Source: an optimization exercise on an open RTL-to-GDS flow (aim: small area). Production flows keep margins and buffers that such runs may drop.
No functional check of the RTL was part of this run.
Power figures rest on the tool's default switching activity, not on a simulated workload.

==> flow/design.v <==
module top_module(
    input wire clk,
    input wire rst,                
    input wire speed_up_switch,
    input wire pause_button,
    input wire hour_inc_button,    
    input wire hour_dec_button,    
    input wire min_inc_button,     
    input wire min_dec_button,     
    input wire reset_switch,
    input wire [5:0] second_switches,
    output wire [6:0] segments,
    output wire [3:0] anodes,
    output wire [5:0] leds
);
    wire speed_up;
    wire enable;
    wire hour_inc, hour_dec, min_inc, min_dec;
    wire reset_up;
    test_debouncer td(
        .clk(clk),
        .rst(rst),
        .switch(speed_up_switch),
        .speed_up(speed_up)
    );
    enable_toggle_debouncer enable_debouncer(
        .clk(clk),
        .rst(rst),
        .button(pause_button),
        .enable(enable)
    );
    debouncer hour_inc_debouncer(
        .clk(clk),
        .rst(rst),
        .PB(hour_inc_button),
        .PB_state(),
        .PB_down(),
        .PB_up(hour_inc)
    );
    debouncer hour_dec_debouncer(
        .clk(clk),
        .rst(rst),
        .PB(hour_dec_button),
        .PB_state(),
        .PB_down(),
        .PB_up(hour_dec)
    );
    debouncer min_inc_debouncer(
        .clk(clk),
        .rst(rst),
        .PB(min_inc_button),
        .PB_state(),
        .PB_down(),
        .PB_up(min_inc)
    );
    debouncer min_dec_debouncer(
        .clk(clk),
        .rst(rst),
        .PB(min_dec_button),
        .PB_state(),
        .PB_down(),
        .PB_up(min_dec)
    );
    display display_inst (
        .clk(clk),
        .rst(rst),
        .speed_up(speed_up),
        .enable(enable),
        .hour_inc(hour_inc),
        .hour_dec(hour_dec),
        .min_inc(min_inc),
        .min_dec(min_dec),
	.reset_switch(reset_switch),
        .second_switches(second_switches),
        .segments(segments),
        .anodes(anodes),
        .leds(leds)
    );
endmodule
module display(
    input wire clk,
    input wire rst,
    input wire speed_up,
    input wire enable,
    input wire hour_inc,
    input wire hour_dec,
    input wire min_inc,
    input wire min_dec,
    input wire reset_switch,	
    input wire [5:0] second_switches,
    output reg [6:0] segments,
    output reg [3:0] anodes,
    output reg [5:0] leds
);
    reg [7:0] hours;
    reg [7:0] minutes;
    reg [7:0] seconds;
    reg [1:0] digit_select;
    reg [9:0] refresh_counter;  
    reg [3:0] current_digit;
    wire one_second_pulse;
    reg prev_hour_inc;
    reg prev_hour_dec;
    reg prev_min_inc;
    reg prev_min_dec;
    reg prev_reset_switch;
    clock_divider clk_div(
        .clk(clk),
        .rst(rst),
        .speed_up(speed_up),
        .enable(enable),
        .one_second_pulse(one_second_pulse)
    );
    wire [6:0] seg;
    seven_segment_decoder decoder (
        .binary_input(current_digit),
        .segments(seg)
    );
    always @(posedge clk) begin
      if (rst) begin
        hours <= 0;
        minutes <= 0;
        seconds <= 0;
        prev_hour_inc <= 0;
        prev_hour_dec <= 0;
        prev_min_inc <= 0;
        prev_min_dec <= 0;
        prev_reset_switch <= 0;
      end else begin
	if(prev_reset_switch && reset_switch) begin
	    hours <= 0;
	    minutes <= 0;
	    seconds <= 0;
	end
        if (enable) begin
            if (one_second_pulse) begin
                if (seconds == 59) begin
                    seconds <= 0;
                    if (minutes == 59) begin
                        minutes <= 0;
                        if (hours == 23) begin
                            hours <= 0;
                        end else begin
                            hours <= hours + 1;
                        end
                    end else begin
                        minutes <= minutes + 1;
                    end
                end else begin
                    seconds <= seconds + 1;
                end
            end
        end else begin
            if (prev_hour_inc && !hour_inc) begin
                if (hours == 23)
                    hours <= 0;
                else
                    hours <= hours + 1;
            end else if (prev_hour_dec && !hour_dec) begin
                if (hours == 0)
                    hours <= 23;
                else
                    hours <= hours - 1;
            end
            if (prev_min_inc && !min_inc) begin
                if (minutes == 59)
                    minutes <= 0;
                else
                    minutes <= minutes + 1;
            end else if (prev_min_dec && !min_dec) begin
                if (minutes == 0)
                    minutes <= 59;
                else
                    minutes <= minutes - 1;
            end
            seconds <= second_switches;
        end
        prev_hour_inc <= hour_inc;
        prev_hour_dec <= hour_dec;
        prev_min_inc <= min_inc;
        prev_min_dec <= min_dec;
	prev_reset_switch <= reset_switch;
      end
    end
    always @(posedge clk) begin
        if (rst) begin
            refresh_counter <= 0;
            digit_select <= 0;
        end else if (refresh_counter == 999) begin  
            refresh_counter <= 0;
            digit_select <= digit_select + 1;
        end else begin
            refresh_counter <= refresh_counter + 1;
        end
    end
always @(*) begin
    case (digit_select)
        2'b00: begin
            anodes = 4'b0111;  
            current_digit = hours / 10;  
        end
        2'b01: begin
            anodes = 4'b1011;  
            current_digit = hours % 10;  
        end
        2'b10: begin
            anodes = 4'b1101;  
            current_digit = minutes / 10;  
        end
        2'b11: begin
            anodes = 4'b1110;  
            current_digit = minutes % 10;  
        end
    endcase
    segments = seg;
    leds = seconds[5:0];  
end
endmodule
module clock_divider(
    input wire clk,
    input wire rst,
    input wire speed_up,
    input wire enable,   
    output reg one_second_pulse
);
    reg [15:0] counter;
    reg [15:0] count_limit;
    reg prev_speed_up;
    always @(posedge clk) begin
      if (rst) begin
        counter <= 0;
        count_limit <= 0;
        prev_speed_up <= 0;
        one_second_pulse <= 0;
      end else begin
        if (speed_up)
            count_limit <= 1000;      
        else
            count_limit <= 60000;     
        if (prev_speed_up && !speed_up) begin
            if (counter >= count_limit) begin
                counter <= count_limit - 2;  
            end
        end
        if (enable) begin
            if (counter == count_limit - 1) begin
                counter <= 0;
                one_second_pulse <= 1;
            end else begin
                counter <= counter + 1;
                one_second_pulse <= 0;
            end
        end else begin
            one_second_pulse <= 0;  
        end
        prev_speed_up <= speed_up;
      end
    end
endmodule
module debouncer #(parameter N = 10)(
    input clk,
    input rst,
    input PB,   
    output reg PB_state,   
    output PB_down,   
    output PB_up    
);
    reg PB_sync_0;  
    always @(posedge clk) PB_sync_0 <= rst ? 1'b0 : ~PB;   
    reg PB_sync_1;  
    always @(posedge clk) PB_sync_1 <= rst ? 1'b0 : PB_sync_0;
    reg [N-1:0] PB_cnt;
    wire PB_idle = (PB_state == PB_sync_1);
    wire PB_cnt_max = &PB_cnt;   
    always @(posedge clk) begin
        if (rst) begin
            PB_cnt <= 0;
            PB_state <= 0;
        end else if (PB_idle)
            PB_cnt <= 0;   
        else begin
            PB_cnt <= PB_cnt + 1;   
            if (PB_cnt_max) PB_state <= ~PB_state;   
        end
    end
    assign PB_down = ~PB_idle & PB_cnt_max & ~PB_state;
    assign PB_up   = ~PB_idle & PB_cnt_max &  PB_state;
endmodule
module enable_toggle_debouncer(
    input wire clk,
    input wire rst,
    input wire button,
    output reg enable
);
    wire debounced_button_up;
    debouncer db(
        .clk(clk),
        .rst(rst),
        .PB(button),
        .PB_state(),
        .PB_down(),
        .PB_up(debounced_button_up)
    );
    reg prev_debounced_button_up;
    always @(posedge clk) begin
      if (rst) begin
        enable <= 1;  
        prev_debounced_button_up <= 0;
      end else begin
        prev_debounced_button_up <= debounced_button_up;
        if(prev_debounced_button_up && !debounced_button_up) begin
            enable <= ~enable;    
        end
      end
    end
endmodule
module seven_segment_decoder(
    input wire [3:0] binary_input,
    output reg [6:0] segments
);
    always @(*) begin
        case (binary_input)
            4'b0000: segments = 7'b1000000;  
            4'b0001: segments = 7'b1111001;  
            4'b0010: segments = 7'b0100100;  
            4'b0011: segments = 7'b0110000;  
            4'b0100: segments = 7'b0011001;  
            4'b0101: segments = 7'b0010010;  
            4'b0110: segments = 7'b0000010;  
            4'b0111: segments = 7'b1111000;  
            4'b1000: segments = 7'b0000000;  
            4'b1001: segments = 7'b0010000;  
            default: segments = 7'b1111111;  
        endcase
    end
endmodule
module test_debouncer(
    input wire clk,
    input wire rst,
    input wire switch,
    output reg speed_up
);
    reg prev_switch_state;
    always @(posedge clk) begin
      if (rst) begin
        prev_switch_state <= 0;
        speed_up <= 0;
      end else begin
        prev_switch_state <= switch;
        if (!prev_switch_state && switch) begin
            speed_up <= 1;   
        end
        else if (prev_switch_state && !switch) begin
            speed_up <= 0;   
        end
      end
    end
endmodule
==> flow/run.sh <==
#!/bin/bash
# synth_recipe.tcl (not shown) runs the flow's synth.tcl, then flattens the netlist and writes it again
# the make line also repeats each setting of config.mk as NAME=value (left out here)
make -C /OpenROAD-flow-scripts/flow DESIGN_CONFIG=/design/flow/config.mk WORK_HOME=/design/flow/orfs CLKGATE_MAP_FILE= SYNTH_SCRIPT=/design/flow/synth_recipe.tcl finish
==> flow/config.mk <==
export PLATFORM = sky130hd
export DESIGN_NAME = top_module
export DESIGN_NICKNAME = top_module
export VERILOG_FILES = /design/flow/design.v
export SDC_FILE = /design/flow/constraint.sdc
export NUM_CORES = 4
export LEC_CHECK = 0
export CAP_MARGIN = 20
export CORE_MARGIN = 2
export CORE_UTILIZATION = 40
export SLEW_MARGIN = 20
==> flow/constraint.sdc <==
create_clock -name core_clock -period 10.0 [get_ports {clk}]
set_input_delay 2.0000 -clock core_clock [delete_from_list [all_inputs] [get_ports {clk}]]
set_output_delay 2.0000 -clock core_clock [all_outputs]
set_load 0.01 [all_outputs]
==> out/qor.yml <==
sta:
  drv_slew: 0
  worst_slack_ns: 2.79
  fin_hold_ws_ns: 0.438
  hold_violations: 0
  clock.fmax_mhz: 139
  rsz0062_at_grt: "false"
  fin_setup_tns_ns: 0
  period_share_pct: 72.1
  min_period_ns: 7.21
  clock_skew_ns: 0.0155
  setup_viol: 0
  tightest_slew_ns: 0.976
  max-slew-margin-rel_pct: 34.4
grt:
  globalRoute.busiestLayer: "met2"
  grt_usage_pct: 18.1
  grt_pass1_wl_um: 33400
  grtUsageMet3_pct: 3.17
  grt_start_max_net_pins: 52
  met2_usage_pct: 28.6
  antenna_found_initial: 0
  use_met1_pct: 25.2
  overflow: 0
  first_global_vias: 6878
clock_tree:
  clkTransAtPathRegs_ns: 0.05
  clk_path_buf_depth: 2
  htree_num_levels: 4
  cts.sinks: 130
  cts_tree: "yes"
  cts_root_buf: "clkbuf_16"
  cts_setup_buffers: 0
  insertion_delay_ns: 0.42
  cts_made_buffers: 17
  ctsResizeCount: 0
  cts-hold-fix-buffers: 0
setup_path:
  crit_path_end_kind: "output pin"
  r2r_end: "display_inst.clk_div.counter[7]$_SDFFE_PP0P_"
  cp_max_fo: 27
  cp.required_ns: 8.00
  path_class: "reg -> out"
  rr_startpoint: "display_inst.clk_div.count_limit[8]$_SDFF_PP0_"
  reg2reg_slack_ns: 6.92
  cp-start-kind: "flip-flop"
  crit_arrival_ns: 5.21
  r2r_cells: 12
drt:
  via_per_inst: 5.53
  vias: 7568
  routedWlPerCell_um: 14.3
  drtIter0Drc: 423
  drc: 0
  drt_wl_total_um: 19500
  ant_nets: 0
  first_pass_iters: 5
cells_and_area:
  final_nets: 1140
  register_area_um2: 2600
  multi_input_area_um2: 5440
  drive_above_1_share_pct: 6.58
  n_antenna_cell: 0
  syn_to_final_growth_pct: 12.6
  fill_cells: 2117
synth:
  ys_seq_elements: 130
  synth_nets: 1140
  synth_largest_area_cell: "dfxtp_1"
  yosys-top-cells-area: "dfxtp_1 (31%), nor2_1 (7.1%), ha_1 (6.5%), nand2_1 (4.1%), nand3_1 (3.8%)"
  syn_area_per_cell_um2: 7.84
  seq_area_frac_synth_pct: 30.7
  synth_top_area_share_pct: 30.7
  ys_types: 79
  synth-edff-count: 0
  synthArstFlopShare_pct: 0
  synth_warnings: 6
  synthFlopType: "dfxtp_1"
  ys_top_cells_by_count: "nor2_1 (161), dfxtp_1 (130), nand2_1 (92)"
  post-synth-top-count-cell: "nor2_1"
  netlist_area_um2: 8480
  syn-instance-count: 1081
floorplanning:
  row_count: 53
  initial_core_util_pct: 40.6
  die_area_um2: 22400
  die_width_um: 150
  io_pins: 32
  core_area_um2: 20900
  die_h_um: 150
power:
  power.leakage_nw: 3.52
  power-per-cell-area_nw_per_um2: 131
  power.total_mw: 1.25
  peakVddDrop_mv: 0.121
run_status:
  status: "no timing/DRC/antenna violations"
run:
  max-cap-violations: 0
place:
  port_buffers: 31
  hpwl_um: 13500
  dp_slack_ns: 3.24
  gp_congestion: 0.889
hold_path:
  min_to: "display_inst.refresh_counter[0]$_SDFF_PP0_"
  hold_path_depth: 1
  hold_path.class: "reg -> reg"
  hp-start: "display_inst.refresh_counter[0]$_SDFF_PP0_"
how the worst max path moves through the flow:
stage	start	end	depth (start not counted)
floorplan	display_inst.digit_select[0]$_SDFFE_PP0P_	segments[5]	19
global placement	display_inst.digit_select[0]$_SDFFE_PP0P_	segments[5]	19
detailed placement	display_inst.digit_select[0]$_SDFFE_PP0P_	segments[5]	19
CTS	display_inst.digit_select[0]$_SDFFE_PP0P_	segments[5]	19
global route	display_inst.digit_select[0]$_SDFFE_PP0P_	segments[5]	19
finish	display_inst.digit_select[0]$_SDFFE_PP0P_	segments[5]	19
where the power goes:
| part | total [mW] | switching (mW) | internal [mW] |
|---|---|---|---|
| clock network | 0.677 | 0.233 | 0.445 |
| logic | 0.0458 | 0.0262 | 0.0195 |
| registers | 0.530 | 0.00545 | 0.525 |
| total | 1.25 | 0.264 | 0.989 |
cell families after synthesis:
family	Yosys count	share of synthesized area, %
mux	39	5.34
flops	130	30.7
xor+xnor	71	7.34
buf+inv	94	5.08
simple gates	458	25.7
compound gates	243	19.1
fa+ha+maj	46	6.73
metal layers:
| metal | wire length (um) | up-vias |
|---|---|---|
| met5 | 0 | - |
| met2 | 8810 | 162 |
| li1 | - | 3869 |
| met1 | 9590 | 3506 |
| met4 | 336 | 0 |
| met3 | 799 | 31 |
area by class of cell:
cell class | count | area share (%)
Sequential cell | 130 | 27.3
Tap cell | 275 | 3.60
Inverter | 38 | 1.57
Clock inverter | 11 | 1.82
Multi-Input combinational cell | 857 | 57.0
Timing Repair Buffer | 37 | 3.67
Clock buffer | 21 | 5.03
stage by stage:
stage	util (%)	std cells	instance area (um^2)
6_report	45.7	1369	9550
2_1_floorplan	-	1081	8480
5_1_grt	45.7	1369	9550
4_1_cts	45.7	1369	9550
3_5_place_dp	42.6	1337	8890
3_3_place_gp	42.6	1337	8890
registers in the layout, summed over array words and instances (netlist names), 2 cells and up:
register / cells
display_inst.clk_div.counter: 16
min_inc_debouncer.PB_cnt: 10
enable_debouncer.db.PB_cnt: 10
display_inst.digit_select: 2
display_inst.refresh_counter: 10
display_inst.hours: 8
display_inst.seconds: 8
display_inst.clk_div.count_limit: 3
display_inst.minutes: 8
hour_inc_debouncer.PB_cnt: 10
min_dec_debouncer.PB_cnt: 10
hour_dec_debouncer.PB_cnt: 10
cell usage in the layout, fill, tap and decap left out, types with 16 or more instances in the layout:
master	Yosys	routed
a21oi_1	60	60
a31oi_1	16	16
and3_1	26	26
clkbuf_16	0	17
clkdlybuf4s50_1	0	30
dfxtp_1	130	129
ha_1	44	44
inv_1	35	35
mux2i_1	25	25
nand2_1	92	92
nand3_1	64	64
nand4_1	16	16
nor2_1	161	161
nor3_1	18	18
o211ai_1	16	16
o21ai_0	61	61
or3_1	21	21
xnor2_1	35	35
xor2_1	36	36
worst max-delay path, stage by stage (launching register included):
cell and delay [ns]:
dfxtp_1 0.41, ha_1 0.17, buf_4 0.31, mux2i_4 0.43, inv_4 0.12, ha_1 0.44, and4b_1 0.23, a211oi_1 0.22
o211ai_1 0.18, a22o_1 0.27, a31oi_4 0.20, o211ai_2 0.16, nor2_1 0.12, o32a_1 0.26, clkinv_1 0.19, ha_1 0.26
inv_1 0.05, mux2i_1 0.06, a21oi_1 0.15, clkdlybuf4s50_1 0.55

[static timing again, ports no longer ideal]
The results above use ideal ports. As a check the final layout listed here was re-extracted and re-timed, cells and wires unchanged. Step 1, drivers: a clkbuf_16 drives clk and a buf_2 each remaining input, both assumed. Step 2 moves the port delays by t, midway between the first and last clock arrival at a register: inputs arrive t later, outputs are due t later. That takes back most of the time a late clock gives input paths. Three values: ideal ports, drivers, drivers and shift; two values: the first two.
t, ns: 0.459
setup slack, ns: 2.788 / 2.745 / 3.204
slew at the worst register clock pin (ns): 0.06 / 0.06
pins driven straight from the clock port: 1
After both steps setup and hold are still met in this run. The setup slack of this run moves by -0.043 ns with the drivers and by +0.416 ns with both steps.
